This is an optimization exercise on Yosys and OpenROAD, whose aim is small area, not a production implementation. Only simulation tests tie the RTL to the original design; equivalence was not proved. Power is estimated from default activity; no workload was simulated.

==> design/flow/config.mk <==
export PLATFORM = sky130hd
export DESIGN_NAME = TamaguchiUpdateNewPro
export DESIGN_NICKNAME = TamaguchiUpdateNewPro
export VERILOG_FILES = /design/flow/design.v
export SDC_FILE = /design/flow/constraint.sdc
export NUM_CORES = 4
export LEC_CHECK = 0
export CAP_MARGIN = 20
export CORE_MARGIN = 2
export CORE_UTILIZATION = 65
export PLACE_DENSITY = 0.75
export SLEW_MARGIN = 20
==> design/flow/constraint.sdc <==
create_clock -name core_clock -period 10.0 [get_ports {clk}]
set_input_delay 2.0000 -clock core_clock [delete_from_list [all_inputs] [get_ports {clk}]]
set_output_delay 2.0000 -clock core_clock [all_outputs]
set_load 0.01 [all_outputs]
==> design/flow/design.v <==
module BCDtoSSeg (input [4:0] BCD, output [6:0] SSeg);
wire [4:0] j = BCD;
assign SSeg[6] = (~j[2] & j[3]) | (j[0] & j[4]);
assign SSeg[5] = (j[2] & ~j[4]);
assign SSeg[4] = (~j[1] & j[2]);
assign SSeg[3] = (j[1] & ~j[2]) | (~j[2] & j[3]) | (j[0] & j[4]);
assign SSeg[2] = (~j[0] & ~j[4]) | (j[1] & ~j[2]) | (j[1] & j[3]) | (~j[2] & j[3]);
assign SSeg[1] = (j[1] & ~j[2]) | (~j[0] & j[3]);
assign SSeg[0] = (j[1] & ~j[2]) | (~j[2] & j[4]);
endmodule
module Temporizador7seg (
    input clk,
    input reset,
    input fast_button,
    output [1:0] an,
    output [6:0] sseg,
    output reg bandera
);
    reg [4:0] BCD;
    reg [5:0] counter_seg;    
    reg fast_q;               
    reg freq;
    reg [5:0] segundero;      
    wire wrap = fast_q ? (counter_seg > 6'd10) : (counter_seg[5] & counter_seg[3] & counter_seg[0]);
    wire freq_rise = wrap & ~freq;
    wire seg59 = ~segundero[0] & ~segundero[1] & ~segundero[3] & segundero[4] & ~segundero[5];
    wire seg60 = ~segundero[0] & ~segundero[1] & ~segundero[2] & ~segundero[4] & segundero[5];
    always @(posedge clk) begin
        if (reset | wrap) counter_seg <= 6'd0;
        else counter_seg <= counter_seg + 6'd1;
        if (!wrap) fast_q <= fast_button;
        if (reset) freq <= 1'b0;
        else freq <= freq ^ wrap;
    end
    always @(posedge clk) begin
        if (reset) begin
            segundero <= 6'd0;
            BCD <= 5'd0;
            bandera <= 1'b0;
        end else if (freq_rise) begin
            if (seg60) begin
                segundero <= 6'd0;
                BCD <= {BCD[3:0], ~BCD[4]};
            end else begin
                segundero <= {segundero[4:0], ~(segundero[5] ^ segundero[4])};
                bandera <= seg59 & BCD[4] & ~BCD[3];
            end
        end
    end
    assign an = 2'b10;
    BCDtoSSeg visualizador (.BCD(BCD), .SSeg(sseg));
endmodule
module UltrasonicSensor(
    input clk,
    input rst,
    output trigger,
    input echo,
    output reg object_detected
);
    reg [2:0] trig_lfsr;
    assign trigger = trig_lfsr[2] & ~trig_lfsr[1] & ~trig_lfsr[0];
    always @(posedge clk) begin
        if (rst) trig_lfsr <= 3'd0;
        else trig_lfsr <= {trig_lfsr[1:0], ~(trig_lfsr[2] ^ trig_lfsr[0])};
    end
    reg echo_q;
    reg [9:0] L;
    reg over;
    wire s588 = L[0] & ~L[1] & ~L[2] & ~L[4] & ~L[5] & ~L[6] & L[7] & L[9];
    always @(posedge clk) begin
        echo_q <= echo & ~rst;
        if (!echo_q) begin
            L <= 10'd0;
            over <= 1'b0;
        end else begin
            L <= {L[8:0], ~(L[9] ^ L[2])};
            over <= over | s588;
        end
        if (rst) object_detected <= 1'b1;
        else if (echo_q & ~echo) object_detected <= ~over;
    end
endmodule
module control_fsm (
    input wire clk,
    input wire rst,
    input wire boton_jugar,
    input wire boton_alimentar,
    input wire sensor_luz,      
    input wire boton_curar,
    input wire boton_caricia,
    input wire fast_button,
    output reg [2:0] sac,
    output reg [2:0] div,
    output reg [1:0] des_h,
    output reg des_l,
    output reg [2:0] sal,
    output reg [2:0] fel,
    output reg [2:0] state,
    output wire [1:0] an,
    output wire [6:0] sseg
);
localparam ESTADO_IDEAL     = 3'b000;
localparam ESTADO_NEUTRO    = 3'b001;
localparam ESTADO_DIVERSION = 3'b010;
localparam ESTADO_ALIMENTAR = 3'b011;
localparam ESTADO_DESCANSO  = 3'b100;
localparam ESTADO_SALUD     = 3'b101;
localparam ESTADO_FELIZ     = 3'b110;
localparam ESTADO_MUERTO    = 3'b111;
reg [8:0] timer;
wire bandera;
reg bandera_prev;
Temporizador7seg temporizador_inst (
    .clk(clk),
    .reset(rst),
    .fast_button(fast_button),
    .an(an),
    .sseg(sseg),
    .bandera(bandera)
);
function [2:0] lvl_inc(input [2:0] n);
    lvl_inc = {n[2] | (n[1] & n[0]), ~n[2] & (n[1] ^ n[0]), ~n[2] & ~n[0]};
endfunction
function [2:0] lvl_dec(input [2:0] n);
    lvl_dec = {1'b0, n[2] | (n[1] & n[0]), n[2] | (n[1] & ~n[0])};
endfunction
wire t400 = ~timer[0] & ~timer[1] & ~timer[2] & timer[3] & timer[4] & ~timer[6] & timer[7];
wire t240 = timer[0] & ~timer[1] & timer[3] & timer[4] & timer[6] & timer[8];
wire t120 = timer[0] & timer[1] & timer[2] & timer[4] & timer[6] & timer[8];
wire accion = (state != ESTADO_IDEAL) & (state != ESTADO_NEUTRO) & (state != ESTADO_MUERTO);
wire bump = ~t240 & (t120 | bandera);
always @(posedge clk) begin
    if (rst) begin
        timer <= 9'd0;
    end else if ((state == ESTADO_IDEAL & ~t400) | (accion & ~t240 & ~bandera)) begin
        timer <= {timer[7:0], ~(timer[8] ^ timer[3])};
    end else begin
        timer <= 9'd0;
    end
end
always @(posedge clk) begin
    if (rst) begin
        sac <= 3'd4; div <= 3'd4; sal <= 3'd4; fel <= 3'd4;
        des_h <= 2'd3; des_l <= 1'b1;
        state <= ESTADO_IDEAL;
        bandera_prev <= 1'b0;
    end else begin
        case (state)
            ESTADO_IDEAL: begin
                if (t400) state <= ESTADO_NEUTRO;
            end
            ESTADO_NEUTRO: begin
                if (bandera) begin
                    if (!bandera_prev) begin
                        bandera_prev <= 1'b1;
                        sac <= lvl_dec(sac);
                        div <= lvl_dec(div);
                        sal <= lvl_dec(sal);
                        fel <= lvl_dec(fel);
                        if (des_h != 2'd0) des_h <= {des_h[1] & des_h[0], ~des_h[0]};
                        else des_l <= 1'b0;
                    end
                end else if (sac == 3'd0 || sal == 3'd0) begin
                    state <= ESTADO_MUERTO;
                end else begin
                    bandera_prev <= 1'b0;
                    if (boton_jugar) state <= ESTADO_DIVERSION;
                    else if (boton_alimentar) state <= ESTADO_ALIMENTAR;
                    else if (sensor_luz) state <= ESTADO_DESCANSO;
                    else if (boton_curar) state <= ESTADO_SALUD;
                    else if (boton_caricia) state <= ESTADO_FELIZ;
                end
            end
            ESTADO_MUERTO: begin
                sac <= 3'd0; div <= 3'd0; sal <= 3'd0; fel <= 3'd0;
                des_h <= 2'd0; des_l <= 1'b0;
            end
            default: begin   
                if (t240 | bandera) state <= ESTADO_NEUTRO;
                if (bump) begin
                    case (state)
                        ESTADO_DIVERSION: begin
                            div <= lvl_inc(div);
                            fel <= lvl_inc(fel);
                            if (des_h != 2'd0) des_h <= {des_h[1] & des_h[0], ~des_h[0]};
                            else if (des_l) des_h <= 2'd3;
                        end
                        ESTADO_ALIMENTAR: sac <= lvl_inc(sac);
                        ESTADO_DESCANSO: begin
                            if (~des_h[1] | (~des_h[0] & ~des_l)) des_h <= {des_h[1] ^ des_h[0], ~des_h[0]};
                            else begin des_h <= 2'd3; des_l <= 1'b1; end
                        end
                        ESTADO_SALUD: sal <= lvl_inc(sal);
                        default: fel <= lvl_inc(fel);
                    endcase
                end
            end
        endcase
    end
end
endmodule
module visualizacion_personalizada (
    input clk,
    input rst,
    input [2:0] estado,
    input [2:0] sac,
    input [2:0] div,
    input [1:0] des_h,
    input des_l,
    input [2:0] sal,
    input [2:0] fel,
    input luz,
    input cercania,
    input fast,
    output rs,
    output enable,
    output reg [7:0] data
);
reg [2:0] div_cnt;
assign enable = div_cnt[2];
wire tick = ~div_cnt[2] & div_cnt[1] & div_cnt[0];
always @(posedge clk) begin
    if (rst) div_cnt <= 3'd0;
    else div_cnt <= div_cnt + 3'd1;
end
reg [1:0] ph;
reg t;
reg [6:0] x;
reg [2:0] s;    
wire c39 = x[5] & x[2] & x[1] & x[0];
always @(posedge clk) begin
    if (rst) begin
        ph <= 2'd0;
        x[2:0] <= 3'd0;
    end else if (tick) begin
        case (ph)
            2'd0: begin
                if (x[2]) begin ph <= 2'd1; x <= 7'd0; t <= 1'b0; end
                else x[2:0] <= x[2:0] + 3'd1;
            end
            2'd1: begin
                if (!t) t <= 1'b1;
                else if (x[5:0] == 6'd62) ph <= 2'd3;
                else begin x <= x + 7'd1; t <= (x[2:0] != 3'd7); end
            end
            2'd3: begin ph <= 2'd2; x <= 7'd0; t <= 1'b0; end
            default: begin
                if (!t) t <= 1'b1;
                else if (c39) begin
                    if (x[6]) ph <= 2'd0;
                    else begin x <= 7'd64; t <= 1'b0; end
                end else begin x <= x + 7'd1; t <= 1'b0; end
            end
        endcase
    end
end
wire [4:0] face;
caras_rom rom (.st(s), .i(x[5:0]), .o(face));
reg flag;
always @(*) begin
    case (x)
        7'h0E, 7'h0F: flag = luz;
        7'h22, 7'h23: flag = cercania;
        7'h4E, 7'h4F: flag = fast;
        7'h04: flag = (sac == 3'd4);
        7'h44: flag = (sac >= 3'd3);
        7'h18: flag = (sac >= 3'd2);
        7'h58: flag = (sac != 3'd0);
        7'h06: flag = (div == 3'd4);
        7'h46: flag = (div >= 3'd3);
        7'h1A: flag = (div >= 3'd2);
        7'h5A: flag = (div != 3'd0);
        7'h08: flag = (des_h == 2'd3) & des_l;
        7'h48: flag = (des_h == 2'd3) | ((des_h == 2'd2) & des_l);
        7'h1C: flag = des_h[1] | ((des_h == 2'd1) & des_l);
        7'h5C: flag = (des_h != 2'd0) | des_l;
        7'h0A: flag = (sal == 3'd4);
        7'h4A: flag = (sal >= 3'd3);
        7'h1E: flag = (sal >= 3'd2);
        7'h5E: flag = (sal != 3'd0);
        7'h0C: flag = (fel == 3'd4);
        7'h4C: flag = (fel >= 3'd3);
        7'h20: flag = (fel >= 3'd2);
        7'h60: flag = (fel != 3'd0);
        default: flag = 1'b0;
    endcase
end
always @(posedge clk) begin
    if (tick & ~(ph == 2'd1 & t & x[5:0] == 6'd62)) begin
        s[2:1] <= estado[2:1];
        s[0] <= (ph == 2'd2 & ~t) ? flag : estado[0];
    end
end
reg [7:0] chr;
always @(*) begin
    case (x)
        7'h00, 7'h11: chr = 8'h00;
        7'h01, 7'h12: chr = 8'h01;
        7'h02, 7'h13: chr = 8'h02;
        7'h40, 7'h51: chr = 8'h03;
        7'h41, 7'h52: chr = 8'h04;
        7'h42, 7'h53: chr = 8'h05;
        7'h14, 7'h25: chr = 8'h06;
        7'h15, 7'h26: chr = 8'h07;
        7'h16, 7'h27: chr = 8'h06;
        7'h0E, 7'h0F: chr = s[0] ? 8'h2A : 8'hA0;
        7'h22, 7'h23: chr = s[0] ? 8'hFC : 8'hA0;
        7'h4E, 7'h4F: chr = s[0] ? 8'h3E : 8'hA0;
        default: chr = s[0] ? 8'hFF : 8'hA0;
    endcase
end
assign rs = t & (ph != 2'd0);
always @(*) begin
    case (ph)
        2'd0: case (x[2:0])
                  3'd1: data = 8'h38;
                  3'd2: data = 8'h0C;
                  3'd3: data = 8'h01;
                  default: data = 8'h00;
              endcase
        2'd2: data = t ? chr : {1'b1, x};
        default: data = t ? {3'b000, face} : {2'b01, x[5:0]};
    endcase
end
endmodule
module caras_rom (input [2:0] st, input [5:0] i, output [4:0] o);
  wire x0, x1, x2, x3, x4, x5, x6, x7, x8;
  wire z0, z1, z2, z3, z4;
  assign x0 = st[2];
  assign x1 = st[1];
  assign x2 = st[0];
  assign x3 = i[5];
  assign x4 = i[4];
  assign x5 = i[3];
  assign x6 = i[2];
  assign x7 = i[1];
  assign x8 = i[0];
wire new_n15, new_n16, new_n17, new_n18, new_n19, new_n20, new_n21,
    new_n22, new_n23, new_n24, new_n25, new_n26, new_n27, new_n28, new_n29,
    new_n30, new_n31, new_n32, new_n33, new_n34, new_n35, new_n36, new_n37,
    new_n38, new_n39, new_n40, new_n41, new_n42, new_n43, new_n44, new_n45,
    new_n46, new_n47, new_n48, new_n49, new_n50, new_n51, new_n52, new_n53,
    new_n54, new_n55, new_n56, new_n57, new_n58, new_n59, new_n60, new_n61,
    new_n62, new_n63, new_n64, new_n65, new_n66, new_n67, new_n68, new_n69,
    new_n70, new_n71, new_n72, new_n73, new_n74, new_n75, new_n76, new_n77,
    new_n78, new_n79, new_n80, new_n81, new_n82, new_n83, new_n84, new_n85,
    new_n86, new_n87, new_n88, new_n89, new_n90, new_n92, new_n93, new_n94,
    new_n95, new_n96, new_n97, new_n98, new_n99, new_n100, new_n101,
    new_n102, new_n103, new_n104, new_n105, new_n106, new_n107, new_n108,
    new_n109, new_n110, new_n111, new_n112, new_n113, new_n114, new_n115,
    new_n116, new_n117, new_n118, new_n119, new_n120, new_n121, new_n122,
    new_n123, new_n124, new_n125, new_n126, new_n127, new_n128, new_n129,
    new_n130, new_n131, new_n132, new_n133, new_n134, new_n135, new_n136,
    new_n137, new_n138, new_n139, new_n140, new_n141, new_n142, new_n143,
    new_n144, new_n145, new_n146, new_n147, new_n148, new_n149, new_n150,
    new_n151, new_n152, new_n153, new_n154, new_n155, new_n156, new_n157,
    new_n158, new_n159, new_n160, new_n161, new_n162, new_n163, new_n164,
    new_n165, new_n166, new_n167, new_n168, new_n169, new_n170, new_n171,
    new_n172, new_n173, new_n174, new_n175, new_n176, new_n177, new_n178,
    new_n179, new_n180, new_n181, new_n183, new_n184, new_n185, new_n186,
    new_n187, new_n188, new_n189, new_n190, new_n191, new_n192, new_n193,
    new_n194, new_n195, new_n196, new_n197, new_n198, new_n199, new_n200,
    new_n201, new_n202, new_n203, new_n204, new_n205, new_n206, new_n207,
    new_n208, new_n209, new_n210, new_n211, new_n212, new_n213, new_n214,
    new_n215, new_n216, new_n217, new_n218, new_n219, new_n220, new_n221,
    new_n222, new_n223, new_n224, new_n225, new_n226, new_n227, new_n228,
    new_n229, new_n230, new_n231, new_n232, new_n233, new_n234, new_n236,
    new_n237, new_n238, new_n239, new_n240, new_n241, new_n242, new_n243,
    new_n244, new_n245, new_n246, new_n247, new_n248, new_n249, new_n251,
    new_n252, new_n253, new_n254, new_n255, new_n256;
  assign new_n15 = ~x4 & ~x5;
  assign new_n16 = x3 & new_n15;
  assign new_n17 = x6 & ~x7;
  assign new_n18 = ~x7 & ~x8;
  assign new_n19 = ~x6 & ~new_n18;
  assign new_n20 = ~new_n17 & ~new_n19;
  assign new_n21 = x1 & ~x5;
  assign new_n22 = ~new_n20 & ~new_n21;
  assign new_n23 = x7 & ~x8;
  assign new_n24 = ~x5 & x6;
  assign new_n25 = new_n23 & new_n24;
  assign new_n26 = ~x7 & x8;
  assign new_n27 = x1 & ~new_n26;
  assign new_n28 = x0 & ~new_n27;
  assign new_n29 = ~new_n25 & ~new_n28;
  assign new_n30 = ~new_n22 & new_n29;
  assign new_n31 = x1 & x6;
  assign new_n32 = x8 & new_n31;
  assign new_n33 = x2 & ~new_n32;
  assign new_n34 = ~new_n30 & new_n33;
  assign new_n35 = new_n16 & new_n34;
  assign new_n36 = x3 & x4;
  assign new_n37 = ~new_n35 & ~new_n36;
  assign new_n38 = ~x0 & ~x1;
  assign new_n39 = ~x2 & new_n38;
  assign new_n40 = ~x8 & new_n39;
  assign new_n41 = x2 & ~new_n38;
  assign new_n42 = ~new_n39 & ~new_n41;
  assign new_n43 = x0 & x1;
  assign new_n44 = new_n18 & ~new_n43;
  assign new_n45 = x6 & ~new_n44;
  assign new_n46 = new_n42 & new_n45;
  assign new_n47 = ~new_n40 & ~new_n46;
  assign new_n48 = ~new_n37 & ~new_n47;
  assign new_n49 = ~x3 & ~x4;
  assign new_n50 = x5 & new_n49;
  assign new_n51 = ~x3 & ~x5;
  assign new_n52 = x4 & new_n51;
  assign new_n53 = ~new_n50 & ~new_n52;
  assign new_n54 = x6 & new_n18;
  assign new_n55 = ~x6 & x7;
  assign new_n56 = x0 & new_n55;
  assign new_n57 = ~new_n54 & ~new_n56;
  assign new_n58 = x1 & ~x2;
  assign new_n59 = ~new_n57 & new_n58;
  assign new_n60 = x7 & x8;
  assign new_n61 = ~x6 & new_n60;
  assign new_n62 = new_n42 & new_n61;
  assign new_n63 = ~x0 & x1;
  assign new_n64 = x2 & new_n63;
  assign new_n65 = ~x6 & new_n64;
  assign new_n66 = new_n23 & new_n65;
  assign new_n67 = ~new_n62 & ~new_n66;
  assign new_n68 = ~new_n59 & new_n67;
  assign new_n69 = ~new_n53 & ~new_n68;
  assign new_n70 = ~x0 & x5;
  assign new_n71 = ~x1 & x2;
  assign new_n72 = ~new_n70 & new_n71;
  assign new_n73 = ~x5 & ~x8;
  assign new_n74 = x6 & ~new_n73;
  assign new_n75 = ~x0 & ~x2;
  assign new_n76 = x1 & new_n75;
  assign new_n77 = ~new_n74 & new_n76;
  assign new_n78 = ~new_n72 & ~new_n77;
  assign new_n79 = ~new_n20 & ~new_n78;
  assign new_n80 = x6 & new_n64;
  assign new_n81 = new_n23 & new_n80;
  assign new_n82 = ~new_n79 & ~new_n81;
  assign new_n83 = x3 & ~new_n82;
  assign new_n84 = new_n51 & new_n60;
  assign new_n85 = ~x6 & ~new_n84;
  assign new_n86 = new_n42 & new_n51;
  assign new_n87 = new_n85 & new_n86;
  assign new_n88 = ~new_n83 & ~new_n87;
  assign new_n89 = ~x4 & ~new_n88;
  assign new_n90 = ~new_n69 & ~new_n89;
  assign z0 = ~new_n48 & new_n90;
  assign new_n92 = ~x5 & new_n66;
  assign new_n93 = ~x6 & ~x7;
  assign new_n94 = x0 & x2;
  assign new_n95 = ~x1 & x5;
  assign new_n96 = new_n94 & new_n95;
  assign new_n97 = ~new_n93 & new_n96;
  assign new_n98 = ~x1 & x7;
  assign new_n99 = ~new_n94 & new_n98;
  assign new_n100 = new_n61 & new_n99;
  assign new_n101 = ~new_n97 & ~new_n100;
  assign new_n102 = ~new_n92 & new_n101;
  assign new_n103 = ~x4 & ~new_n102;
  assign new_n104 = ~x7 & new_n24;
  assign new_n105 = ~x4 & new_n26;
  assign new_n106 = ~new_n104 & ~new_n105;
  assign new_n107 = new_n39 & ~new_n106;
  assign new_n108 = ~x3 & ~new_n107;
  assign new_n109 = ~new_n103 & new_n108;
  assign new_n110 = ~x4 & new_n109;
  assign new_n111 = ~x7 & new_n15;
  assign new_n112 = new_n40 & ~new_n111;
  assign new_n113 = ~new_n83 & ~new_n112;
  assign new_n114 = ~new_n36 & ~new_n113;
  assign new_n115 = new_n60 & new_n70;
  assign new_n116 = ~new_n18 & ~new_n115;
  assign new_n117 = new_n114 & new_n116;
  assign new_n118 = ~new_n38 & ~new_n43;
  assign new_n119 = ~new_n36 & ~new_n49;
  assign new_n120 = ~new_n118 & ~new_n119;
  assign new_n121 = ~new_n36 & ~new_n43;
  assign new_n122 = x2 & x5;
  assign new_n123 = ~new_n121 & new_n122;
  assign new_n124 = ~new_n120 & new_n123;
  assign new_n125 = x8 & ~new_n15;
  assign new_n126 = new_n39 & new_n125;
  assign new_n127 = ~new_n124 & ~new_n126;
  assign new_n128 = ~new_n30 & ~new_n127;
  assign new_n129 = ~x6 & ~new_n128;
  assign new_n130 = ~new_n117 & new_n129;
  assign new_n131 = new_n75 & new_n130;
  assign new_n132 = x5 & new_n94;
  assign new_n133 = ~new_n131 & ~new_n132;
  assign new_n134 = new_n18 & ~new_n36;
  assign new_n135 = x1 & ~new_n134;
  assign new_n136 = ~new_n133 & ~new_n135;
  assign new_n137 = ~new_n60 & ~new_n98;
  assign new_n138 = ~new_n127 & new_n137;
  assign new_n139 = x6 & ~new_n138;
  assign new_n140 = new_n40 & new_n139;
  assign new_n141 = new_n75 & new_n137;
  assign new_n142 = ~new_n94 & ~new_n141;
  assign new_n143 = ~new_n18 & ~new_n142;
  assign new_n144 = ~new_n139 & new_n143;
  assign new_n145 = ~new_n140 & ~new_n144;
  assign new_n146 = x5 & ~new_n145;
  assign new_n147 = new_n130 & ~new_n146;
  assign new_n148 = ~new_n36 & new_n93;
  assign new_n149 = ~new_n147 & new_n148;
  assign new_n150 = ~new_n136 & ~new_n149;
  assign new_n151 = ~new_n110 & ~new_n150;
  assign new_n152 = new_n42 & new_n93;
  assign new_n153 = new_n39 & new_n55;
  assign new_n154 = ~new_n80 & ~new_n153;
  assign new_n155 = ~new_n152 & new_n154;
  assign new_n156 = ~x5 & ~new_n155;
  assign new_n157 = ~new_n151 & ~new_n156;
  assign new_n158 = new_n49 & ~new_n157;
  assign new_n159 = ~x5 & ~new_n23;
  assign new_n160 = ~x3 & ~new_n159;
  assign new_n161 = new_n36 & new_n60;
  assign new_n162 = ~new_n160 & ~new_n161;
  assign new_n163 = ~x4 & ~new_n60;
  assign new_n164 = new_n64 & ~new_n163;
  assign new_n165 = ~new_n162 & new_n164;
  assign new_n166 = x0 & ~x2;
  assign new_n167 = new_n16 & new_n166;
  assign new_n168 = ~new_n165 & ~new_n167;
  assign new_n169 = new_n18 & ~new_n168;
  assign new_n170 = ~new_n43 & ~new_n60;
  assign new_n171 = ~new_n18 & new_n36;
  assign new_n172 = ~new_n41 & new_n171;
  assign new_n173 = ~new_n170 & new_n172;
  assign new_n174 = new_n139 & ~new_n173;
  assign new_n175 = ~new_n169 & new_n174;
  assign new_n176 = ~new_n114 & new_n175;
  assign new_n177 = ~x1 & new_n69;
  assign new_n178 = ~new_n165 & ~new_n177;
  assign new_n179 = new_n130 & new_n178;
  assign new_n180 = ~new_n176 & ~new_n179;
  assign new_n181 = ~new_n35 & ~new_n180;
  assign z1 = ~new_n158 & new_n181;
  assign new_n183 = x7 & new_n43;
  assign new_n184 = ~new_n44 & ~new_n183;
  assign new_n185 = new_n48 & ~new_n184;
  assign new_n186 = ~x7 & ~new_n50;
  assign new_n187 = x7 & new_n50;
  assign new_n188 = ~new_n186 & ~new_n187;
  assign new_n189 = new_n140 & new_n188;
  assign new_n190 = x5 & new_n23;
  assign new_n191 = ~new_n104 & ~new_n190;
  assign new_n192 = new_n36 & ~new_n191;
  assign new_n193 = x5 & new_n26;
  assign new_n194 = new_n119 & new_n193;
  assign new_n195 = new_n49 & new_n54;
  assign new_n196 = ~new_n19 & ~new_n195;
  assign new_n197 = ~new_n194 & new_n196;
  assign new_n198 = ~new_n192 & new_n197;
  assign new_n199 = x5 & x7;
  assign new_n200 = new_n36 & ~new_n199;
  assign new_n201 = ~new_n50 & ~new_n200;
  assign new_n202 = new_n85 & new_n201;
  assign new_n203 = new_n64 & ~new_n202;
  assign new_n204 = ~new_n198 & new_n203;
  assign new_n205 = new_n87 & new_n198;
  assign new_n206 = ~new_n35 & ~new_n205;
  assign new_n207 = ~new_n204 & new_n206;
  assign new_n208 = ~new_n189 & new_n207;
  assign new_n209 = ~new_n185 & new_n208;
  assign new_n210 = ~x5 & new_n118;
  assign new_n211 = ~new_n20 & ~new_n210;
  assign new_n212 = ~new_n146 & ~new_n156;
  assign new_n213 = x4 & ~new_n212;
  assign new_n214 = new_n109 & ~new_n213;
  assign new_n215 = ~new_n63 & new_n73;
  assign new_n216 = x5 & ~x6;
  assign new_n217 = ~x2 & ~new_n216;
  assign new_n218 = ~new_n215 & new_n217;
  assign new_n219 = x1 & new_n209;
  assign new_n220 = ~x1 & ~new_n209;
  assign new_n221 = new_n113 & ~new_n220;
  assign new_n222 = ~new_n219 & new_n221;
  assign new_n223 = ~new_n218 & ~new_n222;
  assign new_n224 = new_n167 & new_n223;
  assign new_n225 = x7 & new_n224;
  assign new_n226 = new_n180 & ~new_n223;
  assign new_n227 = x3 & ~new_n226;
  assign new_n228 = ~new_n225 & new_n227;
  assign new_n229 = ~new_n214 & ~new_n228;
  assign new_n230 = ~new_n211 & ~new_n229;
  assign new_n231 = new_n16 & ~new_n93;
  assign new_n232 = ~new_n224 & new_n231;
  assign new_n233 = ~new_n151 & ~new_n232;
  assign new_n234 = ~new_n230 & ~new_n233;
  assign z2 = new_n209 & ~new_n234;
  assign new_n236 = ~x5 & ~x6;
  assign new_n237 = new_n18 & new_n65;
  assign new_n238 = new_n23 & new_n39;
  assign new_n239 = x2 & x4;
  assign new_n240 = ~new_n238 & ~new_n239;
  assign new_n241 = ~new_n237 & new_n240;
  assign new_n242 = ~new_n236 & ~new_n241;
  assign new_n243 = ~new_n95 & ~new_n109;
  assign new_n244 = ~new_n165 & ~new_n243;
  assign new_n245 = new_n34 & ~new_n244;
  assign new_n246 = ~new_n242 & ~new_n245;
  assign new_n247 = x5 & ~new_n82;
  assign new_n248 = x4 & ~new_n247;
  assign new_n249 = ~new_n246 & ~new_n248;
  assign z3 = ~new_n229 & ~new_n249;
  assign new_n251 = ~x3 & ~new_n248;
  assign new_n252 = ~new_n87 & ~new_n251;
  assign new_n253 = ~x4 & new_n68;
  assign new_n254 = ~new_n252 & ~new_n253;
  assign new_n255 = new_n15 & new_n83;
  assign new_n256 = ~new_n48 & ~new_n255;
  assign z4 = ~new_n254 & new_n256;
  assign o[4] = z0;
  assign o[3] = z1;
  assign o[2] = z2;
  assign o[1] = z3;
  assign o[0] = z4;
endmodule
module TamaguchiUpdateNewPro(
    input boton_jugar,
    input boton_alimentar,
    input sensor_luz,
    input boton_curar,
    input echo,
    input rst_neg,
    input clk,
    input boton_acelerar,
    output trigger,
    output [6:0] segment,
    output [1:0] anodos,
    output rs,
    output rw,
    output enable,
    output [7:0] data,
    output prb
);
wire rst = ~rst_neg;
assign prb = boton_acelerar;
assign rw = 1'b0;
wire object_detected;
wire [2:0] state;
wire [2:0] sac, div, sal, fel;   
wire [1:0] des_h;                
wire des_l;
control_fsm modulo_principal(
    .clk(clk),
    .rst(rst),
    .boton_jugar(boton_jugar),
    .boton_alimentar(boton_alimentar),
    .boton_curar(boton_curar),
    .sensor_luz(sensor_luz),
    .boton_caricia(object_detected),
    .fast_button(boton_acelerar),
    .sac(sac), .div(div), .des_h(des_h), .des_l(des_l), .sal(sal), .fel(fel),
    .state(state),
    .an(anodos),
    .sseg(segment)
);
UltrasonicSensor dhaissdnas(
    .clk(clk),
    .rst(rst),
    .trigger(trigger),
    .echo(echo),
    .object_detected(object_detected)
);
visualizacion_personalizada diahdias(
    .clk(clk),
    .rst(rst),
    .estado(state),
    .sac(sac), .div(div), .des_h(des_h), .des_l(des_l), .sal(sal), .fel(fel),
    .luz(~sensor_luz),
    .cercania(object_detected),
    .fast(boton_acelerar),
    .rs(rs),
    .enable(enable),
    .data(data)
);
endmodule
==> design/flow/flow/run.sh <==
#!/bin/bash
# Own flow: the standard layout, with three changes:
#  - synthesis maps the logic with an area-oriented ABC script (flow/area.abc)
#    instead of ORFS's abc script; everything before ABC (and so every register,
#    its name and cell) is the standard synthesis;
#  - port buffers are buf_1 (every input and output still gets one);
#  - CTS builds the clock tree from clkbuf_8 and adds no dummy loads.
set -euo pipefail
work=$PWD
export MY_ABC_SCRIPT=$work/flow/area.abc
export FLOW_WORK=$work
sed -e "s#SYNTH_SCRIPT=[^ ]*#SYNTH_SCRIPT=$work/flow/synth.tcl#" standard.sh > $work/synth_std.sh
sed -e "s#\"\${@:-finish}\"#'BUFFER_PORTS_ARGS=-buffer_cell sky130_fd_sc_hd__buf_1' 'CTS_ARGS=-sink_clustering_enable -repair_clock_nets -dont_use_dummy_load -buf_list sky130_fd_sc_hd__clkbuf_8' \"\${@:-finish}\"#" standard.sh > $work/layout_std.sh
bash $work/synth_std.sh synth > $work/synth.log 2>&1
bash $work/layout_std.sh > $work/layout.log 2>&1
==> design/flow/flow/area.abc <==
strash
dc2
&get -n
&deepsyn -T 300
&put
strash
&get -n
&dch -f
&nf -R 1000
&put
==> design/flow/flow/synth.tcl <==
# synth_recipe.tcl with one change: ABC runs flow/area.abc in place of the
# script ORFS passes it. The other ABC arguments (liberty, dont_use, constraints)
# are kept.
proc abc {args} {
  set i [lsearch $args -script]
  if {$i >= 0} { set args [lreplace $args [expr {$i+1}] [expr {$i+1}] $::env(MY_ABC_SCRIPT)] }
  yosys abc {*}$args
}
source $::env(FLOW_WORK)/synth_recipe.tcl
==> design/flow/standard.sh <==
#!/bin/bash
# synth_recipe.tcl (not shown) runs the flow's synth.tcl, then flattens the netlist and writes it again
# the make line also repeats each setting of config.mk as NAME=value (left out here)
make -C /OpenROAD-flow-scripts/flow DESIGN_CONFIG=/design/flow/config.mk WORK_HOME=/design/flow/orfs CLKGATE_MAP_FILE= SYNTH_SCRIPT=/design/flow/synth_recipe.tcl "${@:-finish}"
==> results of run 1 <==
==> cell usage in the layout (no fill, tap or decap), types with 8 or more instances in the layout <==
master	instances
and2_0	27
dfxtp_1	71
nand2b_1	8
edfxtp_1	9
a21oi_1	51
o21ai_0	62
buf_1	26
clkbuf_8	9
a211oi_1	8
nor2b_1	16
a31oi_1	17
ha_1	43
nor2_1	75
a22o_1	8
nand2_1	72
nand3_1	23
nor3_1	16
clkinv_1	42
==> through the flow <==
| stage | hold slack, ps | util [%] | instances | total power [mW] |
|---|---|---|---|---|
| 5_1_grt | 460 | 71.0 | 788 | 0.569 |
| 4_1_cts | 451 | 71.0 | 788 | 0.554 |
| 3_3_place_gp | 415 | 69.4 | 779 | 0.374 |
| 2_1_floorplan | 407 | - | 652 | 0.364 |
| 6_report | 443 | 71.0 | 788 | 0.553 |
| 3_5_place_dp | 439 | 69.4 | 779 | 0.376 |
==> state kept, by name (all words and copies together), names as in the netlist, 3 cells and up <==
signal	cells
diahdias.s	3
modulo_principal.sal	3
diahdias.div_cnt	3
dhaissdnas.L	10
modulo_principal.div	3
modulo_principal.state	3
modulo_principal.fel	3
modulo_principal.temporizador_inst.segundero	6
modulo_principal.timer	9
modulo_principal.temporizador_inst.counter_seg	6
modulo_principal.temporizador_inst.BCD	5
modulo_principal.sac	3
diahdias.x	7
dhaissdnas.trig_lfsr	3
==> cells by family (layout without fill, tap and decap cells) <==
kind of cell             Yosys count  after routing  share of synthesized area (%)
AO/OA/AOI/OAI                    209            209                           26.0
XOR/XNOR                           9              9                           1.54
adder cells (fa/ha/maj)           43             43                           10.5
buffers and inverters             46             80                           3.67
flip-flops                        80             80                           33.1
multiplexers                       8              8                           1.59
other                              2              3                          0.147
AND/OR/NAND/NOR                  254            254                           23.5
==> layout make-up <==
cell class | count | share of cell area, %
Clock buffer | 9 | 2.27
Sequential cell | 80 | 31.0
Multi-Input combinational cell | 526 | 59.3
Tap cell | 102 | 2.34
Timing Repair Buffer | 29 | 2.20
Inverter | 42 | 2.89
==> worst max-delay path, stage by stage (launching register included) <==
cell and delay, ps:
dfxtp_1 740, clkinv_1 440, ha_1 420, mux2i_1 240, o21ai_0 130, nand2_1 100
a31oi_1 60, nor3_1 410, o22ai_1 160, o21ai_0 380, xnor2_1 130, a21oi_1 240
nand2b_1 150, a32o_1 180, a21oi_1 70, o31ai_1 290, buf_1 190
==> how the worst max path moves through the flow <==
| stage | end | slack, ps | depth (start not counted) |
|---|---|---|---|
| 6_report | data[2] | 3340 | 16 |
| 5_1_grt | data[2] | 3040 | 16 |
| 4_1_cts | data[2] | 3470 | 16 |
| 3_5_place_dp | data[2] | 3840 | 16 |
| 3_3_place_gp | data[1] | 3970 | 15 |
| 2_1_floorplan | data[1] | 4730 | 14 |
==> power by group through the flow <==
stage	Combinational, mW	Clock, mW	Sequential, mW
global route	0.0381	0.195	0.336
CTS	0.0338	0.185	0.335
detailed placement	0.0333	0	0.342
finish	0.0347	0.183	0.335
global placement	0.0320	0	0.342
floorplan	0.0231	0	0.341
==> layer usage <==
layer	share of wire (%)	track usage, %
met4	4.4	17.6
met3	7.7	5.29
met5	0	0
met2	47	59.9
met1	41	45.3
==> impl_metrics.env, run 1 <==
export IMPL_status="complete, no violations"
export IMPL_drt_first_pass_iters=6
export IMPL_num_vias=5296
export IMPL_die_height_um=92.7
export IMPL_drc=0
export IMPL_io_buffers=26
export IMPL_power_density_nw_per_um2=101
export IMPL_min_period_ps=6660
export IMPL_grtUsageTotal_pct=35.8
export IMPL_finalWirelength_mm=15.1
export IMPL_coreArea_sq_um=7690
export IMPL_setup_violations_final=0
export IMPL_fillers=568
export IMPL_seq_power_share_pct=60.6
export IMPL_antenna_found_initial=0
export IMPL_hold_path_depth=2
export IMPL_rr_worst_depth=10
export IMPL_synth_seq_cells=80
export IMPL_layout_drive_gt1_share_pct=1.75
export IMPL_crit_arrival_ps=4660
export IMPL_cts_buffers_inserted=9
export IMPL_cp_max_fo=17
export IMPL_comb_power_share_pct=6.3
export IMPL_synth_main_ff_cell="dfxtp_1"
export IMPL_dieArea_sq_um=8600
export IMPL_hold_start="dhaissdnas.trig_lfsr[2]"
export IMPL_start_util_pct=66.6
export IMPL_clkPwrFrac_pct=33.1
export IMPL_power_share_switching_pct=23.7
export IMPL_drt_antenna_violating_nets=0
export IMPL_syn2layout_area_growth_pct=6.75
export IMPL_grt_pass1_wl_mm=24.5
export IMPL_avgViaCountPerCell=6.72
export IMPL_max_freq_mhz=150
export IMPL_drt_iter0_markers=568
export IMPL_post_cts_resize_count=0
export IMPL_synth_common_cells="nor2_1 (75), nand2_1 (72), dfxtp_1 (71)"
export IMPL_diodes=0
export IMPL_yosysSeqAreaShare_pct=33.1
export IMPL_r2r_end="diahdias.ph[0]"
export IMPL_worst_setup_path_end_kind="primary output"
export IMPL_seqCellArea_sq_um=1690
export IMPL_cts_path_max_buffers=2
export IMPL_synthCells=651
export IMPL_synth_top_area_share_pct=27.8
export IMPL_cts_hold_buf=0
export IMPL_fin_nets=739
export IMPL_ys_warn_count=4
export IMPL_clkTransAtPathRegs_ps=70
export IMPL_grt_overflow_total=0
export IMPL_wl_per_cell_um=19.1
export IMPL_slew_viol_final=0
export IMPL_crit_start="diahdias.x[1]"
export IMPL_cts_tree="yes"
export IMPL_synth_top_area_cell="dfxtp_1"
export IMPL_multi_input_area_sq_um=3240
export IMPL_syn_area_per_cell_sq_um=7.86
export IMPL_r2r_start="diahdias.x[0]"
export IMPL_regToRegSetupSlack_ps=6290
export IMPL_cts_setup_buffers=0
export IMPL_grt_start_max_net_pins=40
export IMPL_final_setup_tns_ps=0
export IMPL_rows=32
export IMPL_grt_pass1_vias=4976
export IMPL_slew_headroom_pct=48.7
export IMPL_fin_skew_ps=24.8
export IMPL_synthTopCellsByArea="dfxtp_1 (28%), ha_1 (11%), o21ai_0 (6.1%), nor2_1 (5.5%), edfxtp_1 (5.3%)"
export IMPL_gp_congestion=0.966
export IMPL_synth_edf_count=9
export IMPL_rsz0062_at_grt="false"
export IMPL_hold_end="dhaissdnas.trig_lfsr[0]"
export IMPL_synth_area_sq_um=5120
export IMPL_dp_slack_ps=3840
export IMPL_hold_violations=0
export IMPL_hold_path_class="reg -> reg"
export IMPL_cts_sinks=80
export IMPL_postPlaceCellArea_sq_um=5340
export IMPL_finalCritPeriodShare_pct=66.6
export IMPL_ir_drop_uv=99.9
export IMPL_post_dp_hpwl_mm=11.0
export IMPL_htree_num_levels=3
export IMPL_ys_async_sr_fraction_pct=0
export IMPL_worst_slack_ps=3340
export IMPL_yosysMostFrequentCell="nor2_1"
export IMPL_tightest_slew_ps=769
export IMPL_path_class="reg -> out"
export IMPL_netlist_cell_type_count=57
export IMPL_root_buffer="clkbuf_8"
export IMPL_drv_cap=0
export IMPL_critical_path_required_ps=8000
export IMPL_cell_internal_pwr_mw=0.422
export IMPL_p_sw_mw=0.131
export IMPL_die_w_um=92.7
export IMPL_p_leak_nw=2.06
export IMPL_final_cell_area_sq_um=5460
export IMPL_ios=30
export IMPL_startpoint_type="flip-flop"
export IMPL_clock_latency_ps=350
==> run 2: changes to the inputs <==
==> design/flow/flow/area.abc (replaced) <==
strash
dc2
&get -n
&deepsyn -T 300
&put
dch -f
map -a
==> run 2 against run 1 <==
Cell count increased by 12%. Non-clock buffer count decreased by 1. Maximum frequency down 2.0%. Count of clock-buffer cells in the layout is the same. Via count increased by 7.2%. Core utilization increased by 0.51 points. Setup slack got worse by 130 ps. Power rose by 1.7%. Critical endpoint unchanged. Largest cell class unchanged.
==> impl_metrics.env, run 2 <==
export IMPL_finalCritPeriodShare_pct=67.9
export IMPL_io_buffers=26
export IMPL_netlist_cell_type_count=38
export IMPL_hold_violations=0
export IMPL_cp_max_fo=13
export IMPL_synth_common_cells="clkinv_1 (137), nor2_1 (131), nand2_1 (75)"
export IMPL_drt_first_pass_iters=5
export IMPL_wl_per_cell_um=18.2
export IMPL_use_met3_pct=6.93
export IMPL_post_cts_resize_count=0
export IMPL_post_route_util_pct=71.6
export IMPL_num_vias=5679
export IMPL_min_period_ps=6790
export IMPL_worst_setup_path_end_kind="primary output"
export IMPL_grtUsageTotal_pct=37.9
export IMPL_cts_setup_buffers=0
export IMPL_p_leak_nw=2.06
export IMPL_clkTransAtPathRegs_ps=80
export IMPL_critical_path_required_ps=8000
export IMPL_ys_warn_count=4
export IMPL_yosysSeqAreaShare_pct=32.6
export IMPL_cp_cell_sequence="clkinv_1 > ha_1 > clkinv_1 > nor2_1 > a21oi_1 > o21ai_0 > nand2_1 > o211ai_1 > nor3_1 > clkinv_1 > a21oi_1 > o211ai_1 > nand3_1 > nor2_1 > o21ai_0 > a21oi_1 > o22ai_1 > a22oi_1 > o311ai_0 > buf_1"
export IMPL_syn_area_per_cell_sq_um=6.96
export IMPL_synthTopCellsByArea="dfxtp_1 (27%), ha_1 (10%), clkinv_1 (9.9%), nor2_1 (9.5%), o21ai_0 (6.7%)"
export IMPL_synth_top_area_share_pct=27.4
export IMPL_rr_worst_depth=12
export IMPL_root_buffer="clkbuf_8"
export IMPL_final_setup_tns_ps=0
export IMPL_ios=30
export IMPL_ir_drop_uv=164
export IMPL_drt_iter0_markers=715
export IMPL_hold_path_depth=2
export IMPL_clock_latency_ps=370
export IMPL_synth_adder_area_share_pct=10.4
export IMPL_fin_hold_ws_ps=398
export IMPL_drc=0
export IMPL_drv_cap=0
export IMPL_cts_buffers_inserted=9
export IMPL_tightest_slew_ps=983
export IMPL_grt_pass1_vias=5391
export IMPL_yosysMostFrequentCell="clkinv_1"
export IMPL_drt_antenna_violating_nets=0
export IMPL_grt_use_met1_pct=47.2
export IMPL_synth_top_area_cell="dfxtp_1"
export IMPL_critPathTopFamily="compound AO/OA/AOI/OAI gates"
export IMPL_status="complete, no violations"
export IMPL_die_height_um=93.4
export IMPL_max_freq_mhz=147
export IMPL_synth_seq_cells=80
export IMPL_power_mw=0.563
export IMPL_worst_path_buf_inv=4
export IMPL_synth_xor_area_share_pct=0.675
export IMPL_cts_path_max_buffers=2
export IMPL_grt_start_max_net_pins=20
export IMPL_cts_sinks=80
export IMPL_ys_async_sr_fraction_pct=0
export IMPL_antenna_found_initial=0
export IMPL_post_dp_hpwl_mm=11.9
export IMPL_cts_hold_buf=0
export IMPL_yosys_mux_area_fraction_pct=0
export IMPL_gp_congestion=1.03
export IMPL_hold_path_class="reg -> reg"
export IMPL_layout_drive_gt1_share_pct=2.31
export IMPL_htree_num_levels=3
export IMPL_synthCells=746
export IMPL_slowest_delay_ps=670
export IMPL_max_flop_register="dhaissdnas.L"
export IMPL_synth_main_ff_cell="dfxtp_1"
export IMPL_die_w_um=93.4
export IMPL_finalWirelength_mm=16.1
export IMPL_synth_simple_area_share_pct=20.8
export IMPL_diodes=0
export IMPL_setup_violations_final=0
export IMPL_fin_skew_ps=39.2
export IMPL_avgViaCountPerCell=6.44
export IMPL_cts_tree="yes"
export IMPL_regToRegSetupSlack_ps=6290
export IMPL_startpoint_type="flip-flop"
export IMPL_slew_viol_final=0
export IMPL_fillers=574
export IMPL_use_met2_pct=62.5
export IMPL_cp_num_cells=20
export IMPL_path_class="reg -> out"
export IMPL_grt_overflow_total=0
export IMPL_largest_reg_flops=10
export IMPL_slew_headroom_pct=34.5
export IMPL_crit_arrival_ps=4790
export IMPL_power_density_nw_per_um2=102
export IMPL_reg_largest_list="dhaissdnas.L: 10 flops, modulo_principal.timer: 9 flops, diahdias.x: 7 flops"
export IMPL_grt_most_used_layer="met2"
export IMPL_rsz0062_at_grt="false"
export IMPL_final_cell_mix="clkinv_1 (137), nor2_1 (131), nand2_1 (75), dfxtp_1 (71), o21ai_0 (70)"
export IMPL_grt_pass1_wl_mm=26.0
export IMPL_coreArea_sq_um=7730
export IMPL_dieArea_sq_um=8720
export IMPL_synth_compound_area_share_pct=25.0
export IMPL_final_common_cell="clkinv_1"
export IMPL_rows=32
export IMPL_syn2layout_area_growth_pct=6.51
export IMPL_start_util_pct=67.2
export IMPL_synth_edf_count=9
export IMPL_synth_area_sq_um=5190
export IMPL_synth_top_family_by_area="compound AO/OA/AOI/OAI gates"
export IMPL_critPathSlowestCell="dfxtp_1"
export IMPL_fin_nets=833
[run 2: worst register-to-register path, delay by kind of cell (launching register included)]
| family | cells | cell delay (ps) |
|---|---|---|
| buffers and inverters | 3 | 820 |
| AO/OA/AOI/OAI | 4 | 720 |
| AND/OR/NAND/NOR | 5 | 1350 |
| flip-flops | 1 | 710 |
[run 2: cells by family after synthesis]
family	Yosys count
AND/OR/NAND/NOR	260
AO/OA/AOI/OAI	216
buffers and inverters	141
flip-flops	80
adder cells (fa/ha/maj)	43
XOR/XNOR	4
other	2
[run 2: final timing paths]
path | startpoint | endpoint
worst max-delay path | diahdias.x[1] | data[2]
worst min-delay path | dhaissdnas.L[4] | dhaissdnas.L[5]
worst max register to register | diahdias.x[3] | diahdias.ph[1]
worst min register to register | dhaissdnas.L[4] | dhaissdnas.L[5]
[run 2: cell type report]
type | count | area (sq um) | share of cell area (%)
clock buffers | 9 | 124 | 2.24
inverters | 137 | 514 | 9.30
multi-input cells | 526 | 2960 | 53.5
flip-flops and latches | 80 | 1690 | 30.6
well taps | 102 | 128 | 2.31
repair buffers | 28 | 113 | 2.04
[run 2: stage by stage]
| step | cell area [sq um] | std cells | worst slack (ps) |
|---|---|---|---|
| final | 5530 | 882 | 3210 |
| after CTS | 5530 | 882 | 3380 |
| after global placement | 5410 | 873 | 3820 |
| after floorplan | 5190 | 747 | 4610 |
| after global routing | 5530 | 882 | 2820 |
| after detailed placement | 5410 | 873 | 3790 |
[run 2: report_power, final]
part           internal, mW  switching, mW  leakage [nW]  total, mW
clock                0.0805          0.107        0.0647      0.187
sequential            0.329        0.00603         0.661      0.335
combinational        0.0123         0.0280          1.34     0.0403
total                 0.422          0.140          2.06      0.563
[run 2: routing by layer]
| layer | part of all wire [%] | vias to the layer above |
|---|---|---|
| li1 | - | 2620 |
| met1 | 39 | 2587 |
| met2 | 47 | 394 |
| met3 | 9.7 | 78 |
| met4 | 4.4 | 0 |
| met5 | 0 | - |
==> run 3: changes to the inputs <==
--- a/design/flow/design.v
+++ b/design/flow/design.v
@@ -29,5 +29,5 @@
         if (reset | wrap) counter_seg <= 6'd0;
         else counter_seg <= counter_seg + 6'd1;
-        if (!wrap) fast_q <= fast_button;
+        fast_q <= fast_button;
         if (reset) freq <= 1'b0;
         else freq <= freq ^ wrap;
==> design/flow/flow/area.abc (replaced) <==
strash
dc2
&get -n
&deepsyn -T 300
&put
strash
&get -n
&dch -f
&nf -R 1000
&put
==> run 3 against run 2 <==
Still clean on timing, DRC and antenna. Synthesized cell count is 12% lower. Setup slack better by 210 ps. Global-route usage is 0.84 points lower. Area after synthesis is 2.1% lower. Critical path type unchanged. Largest cell class unchanged. Largest power group unchanged.
==> impl_metrics.env, run 3 <==
export IMPL_synth_top_area_share_pct=28.4
export IMPL_clkTransAtPathRegs_ps=80
export IMPL_max_freq_mhz=152
export IMPL_syn2layout_area_growth_pct=6.94
export IMPL_reg_largest_list="dhaissdnas.L: 10 flops, modulo_principal.timer: 9 flops, diahdias.x: 7 flops"
export IMPL_status="complete, no violations"
export IMPL_final_cell_mix="nor2_1 (87), o21ai_0 (73), dfxtp_1 (72), nand2_1 (66), a21oi_1 (47)"
export IMPL_largest_reg_flops=10
export IMPL_ir_drop_uv=98.5
export IMPL_die_height_um=92.4
export IMPL_synth_area_sq_um=5080
export IMPL_regToRegSetupSlack_ps=6430
export IMPL_coreArea_sq_um=7650
export IMPL_wl_per_cell_um=19.5
export IMPL_diodes=0
export IMPL_final_common_cell="nor2_1"
export IMPL_layout_drive_gt1_share_pct=1.88
export IMPL_ys_async_sr_fraction_pct=0
export IMPL_syn_area_per_cell_sq_um=7.77
export IMPL_hold_violations=0
export IMPL_avgViaCountPerCell=6.77
export IMPL_grtUsageTotal_pct=37.0
export IMPL_rows=32
export IMPL_grt_start_max_net_pins=28
export IMPL_critPathTopFamily="compound AO/OA/AOI/OAI gates"
export IMPL_synth_edf_count=8
export IMPL_clock_latency_ps=360
export IMPL_tightest_slew_ps=761
export IMPL_post_cts_resize_count=0
export IMPL_cts_buffers_inserted=9
export IMPL_ys_warn_count=4
export IMPL_postPlaceCellArea_sq_um=5310
export IMPL_slowest_delay_ps=600
export IMPL_finalWirelength_mm=15.5
export IMPL_grt_overflow_total=0
export IMPL_die_w_um=92.4
export IMPL_drt_first_pass_iters=5
export IMPL_ios=30
export IMPL_hold_path_class="reg -> reg"
export IMPL_synthTopCellsByArea="dfxtp_1 (28%), ha_1 (11%), o21ai_0 (7.2%), nor2_1 (6.4%), nand2_1 (4.9%)"
export IMPL_power_density_nw_per_um2=118
export IMPL_fillers=578
export IMPL_start_util_pct=66.5
export IMPL_synth_common_cells="nor2_1 (87), o21ai_0 (73), dfxtp_1 (72)"
export IMPL_dieArea_sq_um=8540
export IMPL_yosysMostFrequentCell="nor2_1"
export IMPL_cp_max_fo=11
export IMPL_multi_input_area_sq_um=3230
export IMPL_rsz0062_at_grt="false"
export IMPL_htree_num_levels=3
export IMPL_num_vias=5361
export IMPL_drt_iter0_markers=654
export IMPL_slew_viol_final=0
export IMPL_slew_headroom_pct=49.3
export IMPL_power_mw=0.641
export IMPL_grt_pass1_wl_mm=25.2
export IMPL_io_buffers=26
export IMPL_synthCells=654
export IMPL_cts_hold_buf=0
export IMPL_finalCritPeriodShare_pct=65.8
export IMPL_root_buffer="clkbuf_8"
export IMPL_p_leak_nw=2.02
export IMPL_gp_congestion=1.00
export IMPL_critPathSlowestCell="dfxtp_1"
export IMPL_netlist_cell_type_count=58
export IMPL_startpoint_type="flip-flop"
export IMPL_cts_setup_buffers=0
export IMPL_synth_main_ff_cell="dfxtp_1"
export IMPL_min_period_ps=6580
export IMPL_fin_hold_ws_ps=442
export IMPL_fin_nets=743
export IMPL_setup_violations_final=0
export IMPL_cts_path_max_buffers=2
export IMPL_path_class="reg -> out"
export IMPL_cts_sinks=80
export IMPL_final_cell_area_sq_um=5440
export IMPL_post_dp_hpwl_mm=11.3
export IMPL_fin_skew_ps=27.0
export IMPL_antenna_found_initial=0
export IMPL_drc=0
export IMPL_yosysSeqAreaShare_pct=33.1
export IMPL_drt_antenna_violating_nets=0
export IMPL_cp_cell_sequence="clkinv_1 > ha_1 > nor2b_1 > a21o_1 > o21ai_0 > o21a_1 > nor2b_1 > nor2_1 > nor2_1 > a21oi_1 > xnor2_1 > a21oi_1 > and2_0 > a21oi_1 > a211oi_1 > o22ai_1 > nand4_1 > nand2_1 > buf_1"
export IMPL_critical_path_required_ps=8000
export IMPL_worst_setup_path_end_kind="primary output"
export IMPL_final_setup_tns_ps=0
export IMPL_cts_tree="yes"
export IMPL_seqCellArea_sq_um=1680
export IMPL_crit_arrival_ps=4580
export IMPL_synth_top_area_cell="dfxtp_1"
export IMPL_max_flop_register="dhaissdnas.L"
export IMPL_worst_path_buf_inv=2
export IMPL_synth_seq_cells=80
export IMPL_cp_common_cell="a21oi_1"
export IMPL_drv_cap=0
export IMPL_grt_pass1_vias=5211
-- run 3: worst reg2reg max path, delay by kind of cell (launching register included) --
family | cells | cell delay (ps)
buf+inv | 1 | 340
fa+ha+maj | 1 | 500
simple gates | 5 | 800
compound gates | 4 | 1210
flops | 1 | 600
-- run 3: final timing paths --
check | cells after the start | endpoint | from
max | 19 | data[2] | diahdias.x[0]
min | 1 | modulo_principal.timer[6] | modulo_principal.timer[5]
max reg2reg | 11 | diahdias.ph[1] | diahdias.x[0]
min reg2reg | 1 | modulo_principal.timer[6] | modulo_principal.timer[5]
-- run 3: final cells by class --
type / instances / area share [%]
Clock buffer: 9 / 2.28
Inverter: 38 / 2.62
Sequential cell: 80 / 30.9
Tap cell: 102 / 2.35
Multi-Input combinational cell: 533 / 59.5
Timing Repair Buffer: 30 / 2.35
-- run 3: logic make-up after synthesis --
logic type      synth area share [%]
buf+inv                         3.40
fa+ha+maj                       10.6
flops                           33.1
xor+xnor                        1.55
simple gates                    23.6
mux                            0.837
compound gates                  26.8
other cells                    0.148
-- run 3: per-stage QoR --
stage          instances  utilization, %  setup slack (ps)
2_1_floorplan        655               -              4560
3_3_place_gp         783            69.5              4130
3_5_place_dp         783            69.5              3970
4_1_cts              792            71.1              3610
5_1_grt              792            71.1              3190
6_report             792            71.1              3420
-- run 3: metal layers --
layer  up-vias  GRT usage (%)  routed length (um)  share of wire (%)
met2       362           60.3                7110                 46
met1      2471           45.6                6160                 40
li1       2454              -                   -                  -
met3        74           6.92                1460                9.4
met4         0           22.0                 751                4.9
met5         -              0                   0                  0
-- run 3: power breakdown --
part / switching (mW) / internal (mW) / leakage (nW)
Combinational: 0.0622 / 0.0326 / 1.29
Clock: 0.107 / 0.0806 / 0.0647
Sequential: 0.0202 / 0.338 / 0.659
Total: 0.190 / 0.452 / 2.02
==> run 4: changes to the inputs <==
==> design/flow/flow/area.abc (replaced) <==
strash
dc2
&get -n
&deepsyn -T 600
&put
strash
&get -n
&dch -f
&nf -R 1000
&put
==> run 4 against run 3 <==
First-iteration DRC count decreased by 0.46%. Count of clock-buffer cells in the layout unchanged. Clock power decreased by 4%. Hold slack about the same. Via count decreased by 3.5%. Cell count decreased by 0.25%. Final area decreased by 0.53%. Power increased by 1.4%. Synthesized cell count decreased by 0.15%. Sequential share of layout area increased by 0.16 points. Register-to-register slack improved by 280 ps. Area after synthesis decreased by 0.42%. Largest power group unchanged.
==> impl_metrics.env, run 4 <==
export IMPL_status="complete, no violations"
export IMPL_setup_violations_final=0
export IMPL_fin_hold_ws_ps=442
export IMPL_cp_max_fo=15
export IMPL_slowest_delay_ps=690
export IMPL_synth_seq_cells=80
export IMPL_drt_antenna_violating_nets=0
export IMPL_cts_sinks=80
export IMPL_critPathTopFamily="compound AO/OA/AOI/OAI gates"
export IMPL_gp_congestion=0.989
export IMPL_worst_path_buf_inv=3
export IMPL_path_class="reg -> out"
export IMPL_tightest_slew_ps=826
export IMPL_final_cell_mix="nor2_1 (85), nand2_1 (75), dfxtp_1 (72), o21ai_0 (70), ha_1 (43)"
export IMPL_cts_setup_buffers=0
export IMPL_cts_hold_buf=0
export IMPL_synth_edf_count=8
export IMPL_final_setup_tns_ps=0
export IMPL_max_flop_register="dhaissdnas.L"
export IMPL_syn2layout_area_growth_pct=6.82
export IMPL_place_inst=781
export IMPL_hold_end="dhaissdnas.trig_lfsr[0]"
export IMPL_yosysMostFrequentCell="nor2_1"
export IMPL_drv_cap=0
export IMPL_antenna_found_initial=0
export IMPL_hold_path_class="reg -> reg"
export IMPL_finalWirelength_mm=14.0
export IMPL_synthCells=653
export IMPL_grt_overflow_total=0
export IMPL_reg_largest_list="dhaissdnas.L: 10 flops, modulo_principal.timer: 9 flops, diahdias.x: 7 flops"
export IMPL_grt_start_max_net_pins=36
export IMPL_cp_cell_sequence="clkinv_1 > ha_1 > nor2b_1 > a21o_1 > o21ai_0 > a31oi_1 > a311oi_1 > nand3_1 > clkinv_1 > o22ai_1 > o211ai_1 > xnor2_1 > a21oi_1 > nor2b_1 > nand2_1 > o211ai_1 > o311ai_0 > nand2_1 > o21ai_0 > nand3_1 > o211ai_1 > buf_1"
export IMPL_crit_arrival_ps=4890
export IMPL_fin_skew_ps=38.3
export IMPL_start_util_pct=66.2
export IMPL_netlist_cell_type_count=53
export IMPL_rows=32
export IMPL_rr_worst_depth=10
export IMPL_slew_headroom_pct=44.9
export IMPL_ios=30
export IMPL_synth_common_cells="nor2_1 (85), nand2_1 (75), dfxtp_1 (72)"
export IMPL_synthTopCellsByArea="dfxtp_1 (28%), ha_1 (11%), o21ai_0 (6.9%), nor2_1 (6.3%), nand2_1 (5.6%)"
export IMPL_fin_nets=741
export IMPL_regToRegSetupSlack_ps=6710
export IMPL_startpoint_type="flip-flop"
export IMPL_die_w_um=92.3
export IMPL_hold_start="dhaissdnas.trig_lfsr[2]"
export IMPL_cp_common_cell="o211ai_1"
export IMPL_grt_pass1_vias=4932
export IMPL_synth_area_sq_um=5060
export IMPL_r2r_end="diahdias.x[1]"
export IMPL_htree_num_levels=3
export IMPL_largest_reg_flops=10
export IMPL_r2r_start="diahdias.x[0]"
export IMPL_wl_per_cell_um=17.8
export IMPL_critPathSlowestCell="dfxtp_1"
export IMPL_hold_path_depth=2
export IMPL_io_buffers=26
export IMPL_grt_pass1_wl_mm=23.4
export IMPL_clkTransAtPathRegs_ps=90
export IMPL_final_common_cell="nor2_1"
export IMPL_syn_area_per_cell_sq_um=7.75
export IMPL_num_vias=5175
export IMPL_post_dp_hpwl_mm=10.0
export IMPL_post_cts_resize_count=0
export IMPL_critical_path_required_ps=8000
export IMPL_synth_main_ff_cell="dfxtp_1"
export IMPL_final_cells=790
export IMPL_cts_tree="yes"
export IMPL_root_buffer="clkbuf_8"
export IMPL_max_freq_mhz=145
export IMPL_grtUsageTotal_pct=34.0
export IMPL_hold_violations=0
export IMPL_drt_first_pass_iters=7
export IMPL_synth_top_area_cell="dfxtp_1"
export IMPL_die_height_um=92.3
export IMPL_ys_async_sr_fraction_pct=0
export IMPL_synth_top_area_share_pct=28.5
export IMPL_crit_start="diahdias.x[1]"
export IMPL_diodes=0
export IMPL_clock_latency_ps=360
export IMPL_min_period_ps=6890
export IMPL_cts_buffers_inserted=9
export IMPL_dieArea_sq_um=8510
export IMPL_ir_drop_uv=156
export IMPL_yosysSeqAreaShare_pct=33.2
export IMPL_cts_path_max_buffers=2
export IMPL_rsz0062_at_grt="false"
export IMPL_layout_drive_gt1_share_pct=1.74
export IMPL_ys_warn_count=4
export IMPL_avgViaCountPerCell=6.55
export IMPL_drt_iter0_markers=651
export IMPL_multi_input_area_sq_um=3210
export IMPL_fillers=620
export IMPL_coreArea_sq_um=7650
export IMPL_drc=0
export IMPL_finalCritPeriodShare_pct=68.9
export IMPL_slew_viol_final=0
export IMPL_power_density_nw_per_um2=120
export IMPL_p_leak_nw=2.01
export IMPL_seqCellArea_sq_um=1680
export IMPL_worst_setup_path_end_kind="primary output"
[run 4: changes by cell type after synthesis, moves of 4 or more]
cell | previous run | this run
a311oi_1 | 0 | 4
nand2_1 | 66 | 75
nand3_1 | 11 | 18
nor3_1 | 19 | 15
a21oi_1 | 47 | 42
[run 4: area by class of cell]
| class | count | share of cell area, % |
|---|---|---|
| Clock buffer | 9 | 2.29 |
| Inverter | 38 | 2.64 |
| Multi-Input combinational cell | 532 | 59.4 |
| Sequential cell | 80 | 31.1 |
| Tap cell | 102 | 2.36 |
| Timing Repair Buffer | 29 | 2.22 |
[run 4: cells by family after synthesis]
logic type / count (synthesis) / share of synthesized area [%]
buffers and inverters: 42 / 3.41
flip-flops: 80 / 33.2
AND/OR/NAND/NOR: 265 / 24.3
AO/OA/AOI/OAI: 208 / 25.9
XOR/XNOR: 9 / 1.56
multiplexers: 4 / 0.816
other: 2 / 0.148
adder cells (fa/ha/maj): 43 / 10.6
[run 4: metrics by stage]
| step | power (mW) | cell area (sq um) | setup WS [ps] | utilization [%] |
|---|---|---|---|---|
| global placement | 0.464 | 5280 | 3720 | 69.1 |
| floorplan | 0.437 | 5070 | 4350 | - |
| detailed placement | 0.470 | 5280 | 3610 | 69.1 |
| finish | 0.650 | 5410 | 3110 | 70.7 |
| CTS | 0.651 | 5410 | 3240 | 70.7 |
| global route | 0.679 | 5410 | 2740 | 70.7 |
[run 4: worst min-delay path: stages (launching register included)]
cell and delay (ps):
dfxtp_1 320, clkinv_1 40, a21oi_1 40
[run 4: per-layer routing]
layer	global-route usage (%)	routed length (um)	vias up
met5	0	0	-
met4	15.3	601	0
met3	5.09	945	64
met2	57.8	6600	260
met1	42.5	5900	2423
li1	-	-	2428
[run 4: worst max path at each step]
| stage | end | slack [ps] | cells past startpoint |
|---|---|---|---|
| 6_report | data[2] | 3110 | 22 |
| 5_1_grt | data[2] | 2740 | 22 |
| 4_1_cts | data[2] | 3240 | 22 |
| 3_5_place_dp | data[2] | 3610 | 22 |
| 3_3_place_gp | data[2] | 3720 | 22 |
| 2_1_floorplan | data[2] | 4350 | 21 |
[run 4: where the power goes]
| group | internal [mW] | total [mW] | switching, mW |
|---|---|---|---|
| Combinational | 0.0384 | 0.107 | 0.0687 |
| Clock | 0.0804 | 0.181 | 0.101 |
| Sequential | 0.339 | 0.362 | 0.0225 |
| Total | 0.458 | 0.650 | 0.192 |
==> run 5: changes to the inputs <==
==> design/flow/flow/area.abc (replaced) <==
strash
dc2
&get -n
&deepsyn -T 900
&put
strash
&get -n
&dch -f
&nf -R 1000
&put
==> run 5 against run 4 <==
Still clean on timing, DRC and antenna. Sequential power is essentially flat. Clock skew is the same. Hold slack unchanged. Synthesized cell count is the same. Wire length did not move. Combinational power hardly changed. Largest cell class unchanged. Largest power group unchanged. Highest routed layer unchanged.
==> impl_metrics.env, run 5 <==
export IMPL_status="complete, no violations"
export IMPL_root_buffer="clkbuf_8"
export IMPL_synth_adder_area_share_pct=10.6
export IMPL_largest_reg_flops=10
export IMPL_drv_cap=0
export IMPL_antenna_found_initial=0
export IMPL_cts_tree="yes"
export IMPL_drt_first_pass_iters=7
export IMPL_io_buffers=26
export IMPL_min_period_ps=6890
export IMPL_crit_arrival_ps=4890
export IMPL_power_density_nw_per_um2=120
export IMPL_rsz0062_at_grt="false"
export IMPL_final_setup_tns_ps=0
export IMPL_gp_congestion=0.989
export IMPL_avgViaCountPerCell=6.55
export IMPL_drt_antenna_violating_nets=0
export IMPL_die_height_um=92.3
export IMPL_synth_seq_cells=80
export IMPL_synth_compound_area_share_pct=25.9
export IMPL_critPathTopFamily="compound AO/OA/AOI/OAI gates"
export IMPL_regToRegSetupSlack_ps=6710
export IMPL_coreArea_sq_um=7650
export IMPL_synth_area_sq_um=5060
export IMPL_dieArea_sq_um=8510
export IMPL_fin_nets=741
export IMPL_netlist_cell_type_count=53
export IMPL_grt_pass1_wl_mm=23.4
export IMPL_syn_area_per_cell_sq_um=7.75
export IMPL_worst_setup_path_end_kind="primary output"
export IMPL_final_cell_mix="nor2_1 (85), nand2_1 (75), dfxtp_1 (72), o21ai_0 (70), ha_1 (43)"
export IMPL_synth_common_cells="nor2_1 (85), nand2_1 (75), dfxtp_1 (72)"
export IMPL_grt_start_max_net_pins=36
export IMPL_wl_per_cell_um=17.8
export IMPL_hold_path_class="reg -> reg"
export IMPL_finalCritPeriodShare_pct=68.9
export IMPL_yosysSeqAreaShare_pct=33.2
export IMPL_setup_violations_final=0
export IMPL_drt_iter0_markers=651
export IMPL_power_mw=0.650
export IMPL_slew_viol_final=0
export IMPL_grt_pass1_vias=4932
export IMPL_synthCells=653
export IMPL_ir_drop_uv=156
export IMPL_post_dp_hpwl_mm=10.0
export IMPL_synthTopCellsByArea="dfxtp_1 (28%), ha_1 (11%), o21ai_0 (6.9%), nor2_1 (6.3%), nand2_1 (5.6%)"
export IMPL_slew_headroom_pct=44.9
export IMPL_ios=30
export IMPL_cts_setup_buffers=0
export IMPL_fin_hold_ws_ps=442
export IMPL_synth_edf_count=8
export IMPL_cts_path_max_buffers=2
export IMPL_finalWirelength_mm=14.0
export IMPL_multi_input_area_sq_um=3210
export IMPL_ys_warn_count=4
export IMPL_ys_async_sr_fraction_pct=0
export IMPL_cp_common_cell="o211ai_1"
export IMPL_fillers=620
export IMPL_cts_sinks=80
export IMPL_synth_main_ff_cell="dfxtp_1"
export IMPL_yosysMostFrequentCell="nor2_1"
export IMPL_fin_skew_ps=38.3
export IMPL_tightest_slew_ps=826
export IMPL_start_util_pct=66.2
export IMPL_seqCellArea_sq_um=1680
export IMPL_startpoint_type="flip-flop"
export IMPL_final_common_cell="nor2_1"
export IMPL_clock_latency_ps=360
export IMPL_num_vias=5175
export IMPL_diodes=0
export IMPL_critPathSlowestCell="dfxtp_1"
[run 5: cell counts in the layout (fill, tap and decap cells not counted)]
Identical to the previous run, type by type.
[run 5: layout make-up]
class                   instances  share of cell area, %
multi-input cells             532                   59.4
flip-flops and latches         80                   31.1
inverters                      38                   2.64
repair buffers                 29                   2.22
well taps                     102                   2.36
clock buffers                   9                   2.29
[run 5: path summary, 6_finish.rpt]
check	start	to	cells after the start
worst min-delay path	dhaissdnas.trig_lfsr[2]	dhaissdnas.trig_lfsr[0]	2
worst min register to register	dhaissdnas.trig_lfsr[2]	dhaissdnas.trig_lfsr[0]	2
worst max register to register	diahdias.x[0]	diahdias.x[1]	10
worst max-delay path	diahdias.x[1]	data[2]	22
[run 5: metrics by stage]
step	setup WS [ps]	util [%]
4_1_cts	3240	70.7
3_3_place_gp	3720	69.1
5_1_grt	2740	70.7
3_5_place_dp	3610	69.1
6_report	3110	70.7
2_1_floorplan	4350	-
[run 5: logic make-up (layout without fill, tap and decap cells)]
family          count (synthesis)  in the layout
simple gates                  265            265
mux                             4              4
flops                          80             80
buf+inv                        42             76
other cells                     2              3
compound gates                208            208
xor+xnor                        9              9
fa+ha+maj                      43             43
[run 5: per-layer routing]
metal | share of wire [%] | vias up | global-route usage, % | wire (um)
li1 | - | 2428 | - | -
met1 | 42 | 2423 | 42.5 | 5900
met2 | 47 | 260 | 57.8 | 6600
met3 | 6.7 | 64 | 5.09 | 945
met4 | 4.3 | 0 | 15.3 | 601
met5 | 0 | - | 0 | 0
[run 5: tightest hold or removal path, delay by kind of cell (launching register included)]
| kind | cells | cell delay (ps) |
|---|---|---|
| AOI/OAI and AO/OA | 1 | 40 |
| buffers and inverters | 1 | 40 |
| DFF | 1 | 320 |
[run 5: power by group]
group / switching, mW / total [mW] / leakage (nW) / internal (mW)
logic: 0.0687 / 0.107 / 1.27 / 0.0384
clock network: 0.101 / 0.181 / 0.0647 / 0.0804
registers: 0.0225 / 0.362 / 0.670 / 0.339

-- afterwards: timing with drivers on the ports --
How much do the figures lean on ideal ports? The routed layouts below were timed once more, with nothing changed but the port constraints.
Step 1 sets driving cells, clkbuf_16 on the clock port and buf_2 on the other inputs (assumed; they add their load-dependent delay and slew).
Step 2, shift: input delay + t, output delay - t, t = (earliest + latest rising clock arrival at the registers) / 2. This alone moves slack from input paths to output paths.
a / b / c = ideal / step 1 / step 2; a / b = the first two.
run | shift t [ns] | slack for setup (ns)
run 1 | 0.371 | 3.341 / 3.303 / 3.675
run 2 | 0.386 | 3.206 / 3.168 / 3.554
run 3 | 0.383 | 3.420 / 3.386 / 3.769
run 4 | 0.368 | 3.113 / 3.082 / 3.450
run 5 | 0.368 | 3.113 / 3.082 / 3.450
After both steps every run listed still meets setup and hold.
